Source: an optimization exercise on an open RTL-to-GDS flow (aim: a short achievable clock period and few clock cycles). Production flows keep margins and buffers that such runs may drop. RTL that was checked went through simulation tests only; none was proved equivalent to the original. Power and IR drop assume default switching activity.

==> inputs of raven <==
## cpu_sys
module cpu_sys (
  input  wire        clk,
  input  wire        rst,          
  input  wire [15:0] carnet,       
  input  wire [15:0] rom_data,     
  output wire [11:0] contador,     
  output wire        equal,        
  output wire        halted,       
  output wire        st_valid,     
  output wire [7:0]  st_addr,      
  output wire [7:0]  st_data       
);
==> module cpu, before the edit <==
module cpu (
  input  wire        clk,
  input  wire        rst,
  input  wire [15:0] rom_data,
  output reg  [11:0] contador,
  output wire        ram_we,
  output wire [7:0]  ram_waddr,
  output wire [7:0]  ram_wdata,
  output wire [5:0]  ram_rline,
  input  wire [31:0] ram_rdata,
  output reg         equal,
  output reg         halted,
  output reg         st_valid,
  output reg  [7:0]  st_addr,
  output reg  [7:0]  st_data
);
  localparam OP_LOAD  = 4'b0011;
  localparam OP_STORE = 4'b0100;
  localparam OP_ADD   = 4'b1001;
  localparam OP_SUB   = 4'b1010;
  localparam OP_OR    = 4'b0001;
  localparam OP_AND   = 4'b0010;
  localparam OP_EQUAL = 4'b0101;
  reg  [7:0] regA, regB;
  reg        x_lA, x_lB, x_store, x_add, x_sub, x_or, x_and, x_keep;
  reg        x_r;
  reg  [7:0] x_ad;
  reg [31:0] x_line;
  reg  [4:0] x_src;       
  reg  [7:0] x_fdata;
  wire [3:0] f_op  = rom_data[15:12];
  wire       f_r   = rom_data[11];
  wire [7:0] f_ad  = rom_data[7:0];
  wire       f_ok  = ~halted;
  wire       f_load  = (f_op == OP_LOAD);
  wire       f_store = (f_op == OP_STORE);
  wire       f_add   = (f_op == OP_ADD);
  wire       f_sub   = (f_op == OP_SUB);
  wire       f_or    = (f_op == OP_OR);
  wire       f_and   = (f_op == OP_AND);
  wire       f_equal = (f_op == OP_EQUAL);
  wire [7:0] wdata = x_r ? regB : regA;
  wire       f_fwd = x_store && (x_ad == f_ad);
  wire [7:0] w0 = x_line[7:0];
  wire [7:0] w1 = x_line[15:8];
  wire [7:0] w2 = x_line[23:16];
  wire [7:0] w3 = x_line[31:24];
  wire [7:0] ld = ({8{x_src[0]}} & w0) | ({8{x_src[1]}} & w1) |
                  ({8{x_src[2]}} & w2) | ({8{x_src[3]}} & w3) |
                  ({8{x_src[4]}} & x_fdata);
  wire [4:0] eqA = {x_fdata == regA, w3 == regA, w2 == regA, w1 == regA, w0 == regA};
  wire [4:0] eqB = {x_fdata == regB, w3 == regB, w2 == regB, w1 == regB, w0 == regB};
  wire next_eq = (x_lA    & |(x_src & eqB)) |
                 (x_lB    & |(x_src & eqA)) |
                 ((x_add | x_sub) & (regB == 8'd0)) |
                 (x_or    & ((regB & ~regA) == 8'd0)) |
                 (x_and   & ((regA & ~regB) == 8'd0)) |
                 (x_keep  & (regA == regB));
  wire f_eq_ok  = f_ok & f_equal;
  wire halt_now = f_eq_ok & next_eq;
  wire [7:0] sum  = regA + regB;
  wire [7:0] diff = regA - regB;
  wire       x_holdB = ~(x_lB | x_add | x_sub | x_or | x_and);
  assign ram_we    = x_store;
  assign ram_waddr = x_ad;
  assign ram_wdata = wdata;
  assign ram_rline = f_ad[7:2];
  always @(posedge clk) begin
    if (rst) begin
      contador <= 12'd0;
      halted   <= 1'b0;
      equal    <= 1'b0;
      x_lA     <= 1'b0;
      x_lB     <= 1'b0;
      x_store  <= 1'b0;
      x_add    <= 1'b0;
      x_sub    <= 1'b0;
      x_or     <= 1'b0;
      x_and    <= 1'b0;
      x_keep   <= 1'b1;
      st_valid <= 1'b0;
      regA     <= 8'd0;
      regB     <= 8'd0;
    end else begin
      if (!halted && !halt_now)
        contador <= contador + 12'd1;
      if (f_eq_ok)
        equal <= next_eq;
      if (halt_now)
        halted <= 1'b1;
      x_lA    <= f_ok & f_load & ~f_r;
      x_lB    <= f_ok & f_load &  f_r;
      x_store <= f_ok & f_store;
      x_add   <= f_ok & f_add;
      x_sub   <= f_ok & f_sub;
      x_or    <= f_ok & f_or;
      x_and   <= f_ok & f_and;
      x_keep  <= ~(f_ok & (f_load | f_add | f_sub | f_or | f_and));
      st_valid <= x_store;
      if (x_lA) regA <= ld;
      regB <= ({8{x_lB}}  & ld)   |
              ({8{x_add}} & sum)  |
              ({8{x_sub}} & diff) |
              ({8{x_or}}  & (regA | regB)) |
              ({8{x_and}} & (regA & regB)) |
              ({8{x_holdB}} & regB);
    end
  end
  always @(posedge clk) begin
    x_r     <= f_r;
    x_ad    <= f_ad;
    x_line  <= ram_rdata;
    x_src   <= f_fwd ? 5'b10000 : {1'b0, 4'b0001 << f_ad[1:0]};
    x_fdata <= wdata;
    st_addr <= x_ad;
    st_data <= wdata;
  end
endmodule
==> module ram, before the edit <==
module ram (
  input  wire        clk,
  input  wire        rst_q,
  input  wire [15:0] carnet,
  input  wire        we,
  input  wire [7:0]  waddr,
  input  wire [7:0]  wdata,
  input  wire [5:0]  rline,
  output wire [31:0] rdata       
);
  reg [2047:0] mem;
  genvar i, j;
  generate
    for (i = 0; i < 256; i = i + 1) begin : g_word
      wire [7:0] init = (i == 0) ? {4'b0000, carnet[15:12]} :
                        (i == 1) ? {4'b0000, carnet[11:8]}  :
                        (i == 2) ? {4'b0000, carnet[7:4]}   :
                        (i == 3) ? {4'b0000, carnet[3:0]}   : 8'd0;
      always @(posedge clk) begin
        if (rst_q)
          mem[i*8 +: 8] <= init;
        else if (we && waddr == i)
          mem[i*8 +: 8] <= wdata;
      end
    end
  endgenerate
  wire [7:0] hi = 8'd1 << rline[5:3];
  wire [7:0] lo = 8'd1 << rline[2:0];
  wire [31:0] grp [0:7];
  wire [31:0] acc [0:8];
  assign acc[0] = 32'd0;
  generate
    for (i = 0; i < 8; i = i + 1) begin : g_hi
      wire [31:0] part [0:8];
      assign part[0] = 32'd0;
      for (j = 0; j < 8; j = j + 1) begin : g_lo
        assign part[j+1] = part[j] | ({32{lo[j]}} & mem[(i*8+j)*32 +: 32]);
      end
      assign grp[i]   = part[8];
      assign acc[i+1] = acc[i] | ({32{hi[i]}} & grp[i]);
    end
  endgenerate
  assign rdata = acc[8];
endmodule
Settings: LEC_CHECK=0, ABC_CLOCK_PERIOD_IN_PS=2000, CAP_MARGIN=20, CORE_MARGIN=2, CORE_UTILIZATION=40, PLACE_DENSITY=0.6, SETUP_SLACK_MARGIN=3.0, SLEW_MARGIN=20; clock period 5.0 ns.
run.sh (not shown) runs the stock make flow with config.mk's settings and CLKGATE_MAP_FILE= SYNTH_SCRIPT=/design/flow/synth_recipe.tcl, a recipe that flattens the netlist after the stock synthesis.
==> amber (differences from raven) <==
==> flow/design.v (replaced) <==
module cpu (
  input  wire        clk,
  input  wire        rst,
  input  wire [15:0] rom_data,
  output reg  [11:0] contador,
  output wire        ram_we,
  output wire [7:0]  ram_waddr,
  output wire [7:0]  ram_wdata,
  output wire [5:0]  ram_rline,
  input  wire [31:0] ram_rdata,
  output reg         equal,
  output reg         halted,
  output reg         st_valid,
  output reg  [7:0]  st_addr,
  output reg  [7:0]  st_data
);
  localparam OP_LOAD  = 4'b0011;
  localparam OP_STORE = 4'b0100;
  localparam OP_ADD   = 4'b1001;
  localparam OP_SUB   = 4'b1010;
  localparam OP_OR    = 4'b0001;
  localparam OP_AND   = 4'b0010;
  localparam OP_EQUAL = 4'b0101;
  reg  [7:0] regA, regB;
  reg        x_valid;
  reg        x_load, x_store, x_add, x_sub, x_or, x_and;
  reg        x_r;
  reg  [7:0] x_ad;
  reg [31:0] x_line;
  wire [3:0] f_op = rom_data[15:12];
  wire [7:0] line_word = x_line[x_ad[1:0]*8 +: 8];
  wire       fwd       = st_valid && (st_addr == x_ad);
  wire [7:0] ld        = fwd ? st_data : line_word;
  wire [7:0] wdata   = x_r ? regB : regA;
  wire       x_st_go = x_valid & x_store;
  reg next_eq;
  always @(*) begin
    next_eq = (regA == regB);
    if (x_valid) begin
      if (x_load)
        next_eq = x_r ? (regA == ld) : (ld == regB);
      else if (x_add || x_sub)
        next_eq = (regB == 8'd0);
      else if (x_or)
        next_eq = ((regB & ~regA) == 8'd0);
      else if (x_and)
        next_eq = ((regA & ~regB) == 8'd0);
    end
  end
  wire f_is_eq  = ~halted & (f_op == OP_EQUAL);
  wire halt_now = f_is_eq & next_eq;
  assign ram_we    = x_st_go;
  assign ram_waddr = x_ad;
  assign ram_wdata = wdata;
  assign ram_rline = rom_data[7:2];
  always @(posedge clk) begin
    if (rst) begin
      contador <= 12'd0;
      halted   <= 1'b0;
      equal    <= 1'b0;
      x_valid  <= 1'b0;
      st_valid <= 1'b0;
      regA     <= 8'd0;
      regB     <= 8'd0;
    end else begin
      if (!halted && !halt_now)
        contador <= contador + 12'd1;
      if (f_is_eq)
        equal <= next_eq;
      if (halt_now)
        halted <= 1'b1;
      x_valid <= ~halted & ~halt_now;
      st_valid <= x_st_go;
      if (x_valid) begin
        if (x_load && !x_r) regA <= ld;
        if (x_load &&  x_r) regB <= ld;
        if (x_add) regB <= regA + regB;
        if (x_sub) regB <= regA - regB;
        if (x_or)  regB <= regA | regB;
        if (x_and) regB <= regA & regB;
      end
    end
  end
  always @(posedge clk) begin
    x_load  <= (f_op == OP_LOAD);
    x_store <= (f_op == OP_STORE);
    x_add   <= (f_op == OP_ADD);
    x_sub   <= (f_op == OP_SUB);
    x_or    <= (f_op == OP_OR);
    x_and   <= (f_op == OP_AND);
    x_r     <= rom_data[11];
    x_ad    <= rom_data[7:0];
    x_line  <= ram_rdata;
    st_addr <= x_ad;
    st_data <= wdata;
  end
endmodule
module ram (
  input  wire        clk,
  input  wire        rst_q,
  input  wire [15:0] carnet,
  input  wire        we,
  input  wire [7:0]  waddr,
  input  wire [7:0]  wdata,
  input  wire [5:0]  rline,
  output wire [31:0] rdata       
);
  reg [2047:0] mem;
  genvar i;
  generate
    for (i = 0; i < 256; i = i + 1) begin : g_word
      wire [7:0] init = (i == 0) ? {4'b0000, carnet[15:12]} :
                        (i == 1) ? {4'b0000, carnet[11:8]}  :
                        (i == 2) ? {4'b0000, carnet[7:4]}   :
                        (i == 3) ? {4'b0000, carnet[3:0]}   : 8'd0;
      always @(posedge clk) begin
        if (rst_q)
          mem[i*8 +: 8] <= init;
        else if (we && waddr == i)
          mem[i*8 +: 8] <= wdata;
      end
    end
  endgenerate
  assign rdata = mem[rline*32 +: 32];
endmodule
module cpu_sys (
  input  wire        clk,
  input  wire        rst,          
  input  wire [15:0] carnet,       
  input  wire [15:0] rom_data,     
  output wire [11:0] contador,     
  output wire        equal,        
  output wire        halted,       
  output wire        st_valid,     
  output wire [7:0]  st_addr,      
  output wire [7:0]  st_data       
);
  wire        ram_we;
  wire [7:0]  ram_waddr, ram_wdata;
  wire [5:0]  ram_rline;
  wire [31:0] ram_rdata;
  reg rst_q;
  always @(posedge clk) rst_q <= rst;
  cpu u_cpu (
    .clk(clk), .rst(rst), .rom_data(rom_data), .contador(contador),
    .ram_we(ram_we), .ram_waddr(ram_waddr), .ram_wdata(ram_wdata),
    .ram_rline(ram_rline), .ram_rdata(ram_rdata),
    .equal(equal), .halted(halted),
    .st_valid(st_valid), .st_addr(st_addr), .st_data(st_data)
  );
  ram u_ram (
    .clk(clk), .rst_q(rst_q), .carnet(carnet),
    .we(ram_we), .waddr(ram_waddr), .wdata(ram_wdata),
    .rline(ram_rline), .rdata(ram_rdata)
  );
endmodule
Settings changed: ABC_CLOCK_PERIOD_IN_PS 2000 to 2400, SETUP_SLACK_MARGIN 3.0 to 2.6.
==> juniper (differences from raven) <==
--- a/flow/design.v
+++ b/flow/design.v
@@ -28,5 +28,10 @@
   reg [31:0] x_line;
   reg  [4:0] x_src;       
+  reg  [4:0] x_lAs;       
+  reg  [4:0] x_lBs;       
   reg  [7:0] x_fdata;
+  reg        w_valid;
+  reg  [7:0] w_addr;
+  reg  [7:0] w_data;
   wire [3:0] f_op  = rom_data[15:12];
   wire       f_r   = rom_data[11];
@@ -41,5 +46,8 @@
   wire       f_equal = (f_op == OP_EQUAL);
   wire [7:0] wdata = x_r ? regB : regA;
-  wire       f_fwd = x_store && (x_ad == f_ad);
+  wire       f_fwd1 = x_store && (x_ad == f_ad);
+  wire       f_fwd2 = w_valid && (w_addr == f_ad);
+  wire       f_fwd  = f_fwd1 | f_fwd2;
+  wire [4:0] f_src  = f_fwd ? 5'b10000 : {1'b0, 4'b0001 << f_ad[1:0]};
   wire [7:0] w0 = x_line[7:0];
   wire [7:0] w1 = x_line[15:8];
@@ -51,6 +59,6 @@
   wire [4:0] eqA = {x_fdata == regA, w3 == regA, w2 == regA, w1 == regA, w0 == regA};
   wire [4:0] eqB = {x_fdata == regB, w3 == regB, w2 == regB, w1 == regB, w0 == regB};
-  wire next_eq = (x_lA    & |(x_src & eqB)) |
-                 (x_lB    & |(x_src & eqA)) |
+  wire next_eq = (|(x_lAs & eqB)) |
+                 (|(x_lBs & eqA)) |
                  ((x_add | x_sub) & (regB == 8'd0)) |
                  (x_or    & ((regB & ~regA) == 8'd0)) |
@@ -59,10 +67,12 @@
   wire f_eq_ok  = f_ok & f_equal;
   wire halt_now = f_eq_ok & next_eq;
-  wire [7:0] sum  = regA + regB;
-  wire [7:0] diff = regA - regB;
+  wire [11:0] c_run = halted ? contador : contador + 12'd1;
+  wire [7:0] sum, diff;
+  add8 u_add (.a(regA), .b(regB),  .cin(1'b0), .s(sum));
+  add8 u_sub (.a(regA), .b(~regB), .cin(1'b1), .s(diff));
   wire       x_holdB = ~(x_lB | x_add | x_sub | x_or | x_and);
-  assign ram_we    = x_store;
-  assign ram_waddr = x_ad;
-  assign ram_wdata = wdata;
+  assign ram_we    = w_valid;
+  assign ram_waddr = w_addr;
+  assign ram_wdata = w_data;
   assign ram_rline = f_ad[7:2];
   always @(posedge clk) begin
@@ -72,4 +82,6 @@
       equal    <= 1'b0;
       x_lA     <= 1'b0;
+      x_lAs    <= 5'd0;
+      x_lBs    <= 5'd0;
       x_lB     <= 1'b0;
       x_store  <= 1'b0;
@@ -83,6 +95,6 @@
       regB     <= 8'd0;
     end else begin
-      if (!halted && !halt_now)
-        contador <= contador + 12'd1;
+      if (!halt_now)
+        contador <= c_run;
       if (f_eq_ok)
         equal <= next_eq;
@@ -90,4 +102,6 @@
         halted <= 1'b1;
       x_lA    <= f_ok & f_load & ~f_r;
+      x_lAs   <= {5{f_ok & f_load & ~f_r}} & f_src;
+      x_lBs   <= {5{f_ok & f_load &  f_r}} & f_src;
       x_lB    <= f_ok & f_load &  f_r;
       x_store <= f_ok & f_store;
@@ -111,9 +125,32 @@
     x_ad    <= f_ad;
     x_line  <= ram_rdata;
-    x_src   <= f_fwd ? 5'b10000 : {1'b0, 4'b0001 << f_ad[1:0]};
-    x_fdata <= wdata;
+    x_src   <= f_src;
+    x_fdata <= f_fwd1 ? wdata : w_data;
+    w_valid <= x_store;
+    if (x_store) begin
+      w_addr <= x_ad;
+      w_data <= wdata;
+    end
     st_addr <= x_ad;
     st_data <= wdata;
   end
+endmodule
+module add8 (
+  input  wire [7:0] a,
+  input  wire [7:0] b,
+  input  wire       cin,
+  output wire [7:0] s
+);
+  wire [7:0] p = a ^ b;
+  wire [7:0] g0 = a & b;
+  wire [7:0] gA = {g0[7:1], g0[0] | (p[0] & cin)};
+  wire [7:0] pA = p;
+  wire [7:0] gB = {gA[7:1] | (pA[7:1] & gA[6:0]), gA[0]};
+  wire [7:0] pB = {pA[7:1] & pA[6:0], pA[0]};
+  wire [7:0] gC = {gB[7:2] | (pB[7:2] & gB[5:0]), gB[1:0]};
+  wire [7:0] pC = {pB[7:2] & pB[5:0], pB[1:0]};
+  wire [7:0] gD = {gC[7:4] | (pC[7:4] & gC[3:0]), gC[3:0]};
+  wire [7:0] c = {gD[6:0], cin};
+  assign s = p ^ c;
 endmodule
 module ram (
Settings changed: ABC_CLOCK_PERIOD_IN_PS 2000 to 1200.
==> maple (differences from raven) <==
--- a/flow/design.v
+++ b/flow/design.v
@@ -28,4 +28,6 @@
   reg [31:0] x_line;
   reg  [4:0] x_src;       
+  reg  [4:0] x_lAs;       
+  reg  [4:0] x_lBs;       
   reg  [7:0] x_fdata;
   wire [3:0] f_op  = rom_data[15:12];
@@ -42,4 +44,5 @@
   wire [7:0] wdata = x_r ? regB : regA;
   wire       f_fwd = x_store && (x_ad == f_ad);
+  wire [4:0] f_src = f_fwd ? 5'b10000 : {1'b0, 4'b0001 << f_ad[1:0]};
   wire [7:0] w0 = x_line[7:0];
   wire [7:0] w1 = x_line[15:8];
@@ -51,6 +54,6 @@
   wire [4:0] eqA = {x_fdata == regA, w3 == regA, w2 == regA, w1 == regA, w0 == regA};
   wire [4:0] eqB = {x_fdata == regB, w3 == regB, w2 == regB, w1 == regB, w0 == regB};
-  wire next_eq = (x_lA    & |(x_src & eqB)) |
-                 (x_lB    & |(x_src & eqA)) |
+  wire next_eq = (|(x_lAs & eqB)) |
+                 (|(x_lBs & eqA)) |
                  ((x_add | x_sub) & (regB == 8'd0)) |
                  (x_or    & ((regB & ~regA) == 8'd0)) |
@@ -59,6 +62,8 @@
   wire f_eq_ok  = f_ok & f_equal;
   wire halt_now = f_eq_ok & next_eq;
-  wire [7:0] sum  = regA + regB;
-  wire [7:0] diff = regA - regB;
+  wire [11:0] c_run = halted ? contador : contador + 12'd1;
+  wire [7:0] sum, diff;
+  add8 u_add (.a(regA), .b(regB),  .cin(1'b0), .s(sum));
+  add8 u_sub (.a(regA), .b(~regB), .cin(1'b1), .s(diff));
   wire       x_holdB = ~(x_lB | x_add | x_sub | x_or | x_and);
   assign ram_we    = x_store;
@@ -72,4 +77,6 @@
       equal    <= 1'b0;
       x_lA     <= 1'b0;
+      x_lAs    <= 5'd0;
+      x_lBs    <= 5'd0;
       x_lB     <= 1'b0;
       x_store  <= 1'b0;
@@ -83,6 +90,6 @@
       regB     <= 8'd0;
     end else begin
-      if (!halted && !halt_now)
-        contador <= contador + 12'd1;
+      if (!halt_now)
+        contador <= c_run;
       if (f_eq_ok)
         equal <= next_eq;
@@ -90,4 +97,6 @@
         halted <= 1'b1;
       x_lA    <= f_ok & f_load & ~f_r;
+      x_lAs   <= {5{f_ok & f_load & ~f_r}} & f_src;
+      x_lBs   <= {5{f_ok & f_load &  f_r}} & f_src;
       x_lB    <= f_ok & f_load &  f_r;
       x_store <= f_ok & f_store;
@@ -111,9 +120,27 @@
     x_ad    <= f_ad;
     x_line  <= ram_rdata;
-    x_src   <= f_fwd ? 5'b10000 : {1'b0, 4'b0001 << f_ad[1:0]};
+    x_src   <= f_src;
     x_fdata <= wdata;
     st_addr <= x_ad;
     st_data <= wdata;
   end
+endmodule
+module add8 (
+  input  wire [7:0] a,
+  input  wire [7:0] b,
+  input  wire       cin,
+  output wire [7:0] s
+);
+  wire [7:0] p = a ^ b;
+  wire [7:0] g0 = a & b;
+  wire [7:0] gA = {g0[7:1], g0[0] | (p[0] & cin)};
+  wire [7:0] pA = p;
+  wire [7:0] gB = {gA[7:1] | (pA[7:1] & gA[6:0]), gA[0]};
+  wire [7:0] pB = {pA[7:1] & pA[6:0], pA[0]};
+  wire [7:0] gC = {gB[7:2] | (pB[7:2] & gB[5:0]), gB[1:0]};
+  wire [7:0] pC = {pB[7:2] & pB[5:0], pB[1:0]};
+  wire [7:0] gD = {gC[7:4] | (pC[7:4] & gC[3:0]), gC[3:0]};
+  wire [7:0] c = {gD[6:0], cin};
+  assign s = p ^ c;
 endmodule
 module ram (
Settings changed: ABC_CLOCK_PERIOD_IN_PS 2000 to 800.
==> comparison <==
amber completed with no timing, DRC or antenna violations. juniper ran to the end with no violations. maple passed the timing, design-rule and antenna checks. raven ran to the end with no violations.
Between amber and maple, the lower total power is in amber (gap 2.6%, measured against maple).
Sequential share of layout area: amber > maple > raven > juniper.
In first-iteration DRC count, juniper is at 2.5 times the value of amber.
Between raven and amber, the lower clock power is in amber (gap about 4%, measured against amber).
Clock skew: juniper > maple > raven > amber.
Count of clock-buffer cells in the layout: amber is lower than raven (9).
Of amber and juniper, juniper has the higher via count (gap about 34%, measured against juniper).
Of raven and amber, raven has the higher design area (gap 7.5%, measured against amber).
The highest register-to-register slack belongs to maple, the lowest to amber.
Fmax: amber < juniper < raven < maple.
Final cell count: juniper > raven > maple > amber.
Testbench counts of raven, summed over its fixed seeds: cycles 13,928.
Testbench counts of maple, summed over its fixed seeds: cycles 13,928.
The RTL of amber and juniper was laid out without a check of its function.

## afterwards: timing with drivers on the ports
No port has a modelled driver above. Below, the same layouts with a new extraction and two added sets of constraints.
Step 1: set_driving_cell puts a clkbuf_16 on clk and a buf_2 on each other input, an assumption about the parent block.
Step 2, shift: input delay + t, output delay - t, t = (earliest + latest rising clock arrival at the registers) / 2. This alone moves slack from input paths to output paths.
Slacks: ideal / step 1 / step 2; pairs: ideal / step 1.
| run | shift t [ns] | slack for setup (ns) | pins driven straight from the clock port |
|---|---|---|---|
| raven | 0.965 | 2.530 / 2.530 / 1.770 | 1 |
| amber | 0.936 | 2.032 / 2.032 / 1.312 | 1 |
| juniper | 1.004 | 2.422 / 2.422 / 1.504 | 1 |
| maple | 0.938 | 2.582 / 2.551 / 1.742 | 1 |
After both steps every run listed still meets setup and hold. For juniper, which loses most, drivers alone change the setup slack by 0.000 ns; drivers and shift together by -0.918 ns.
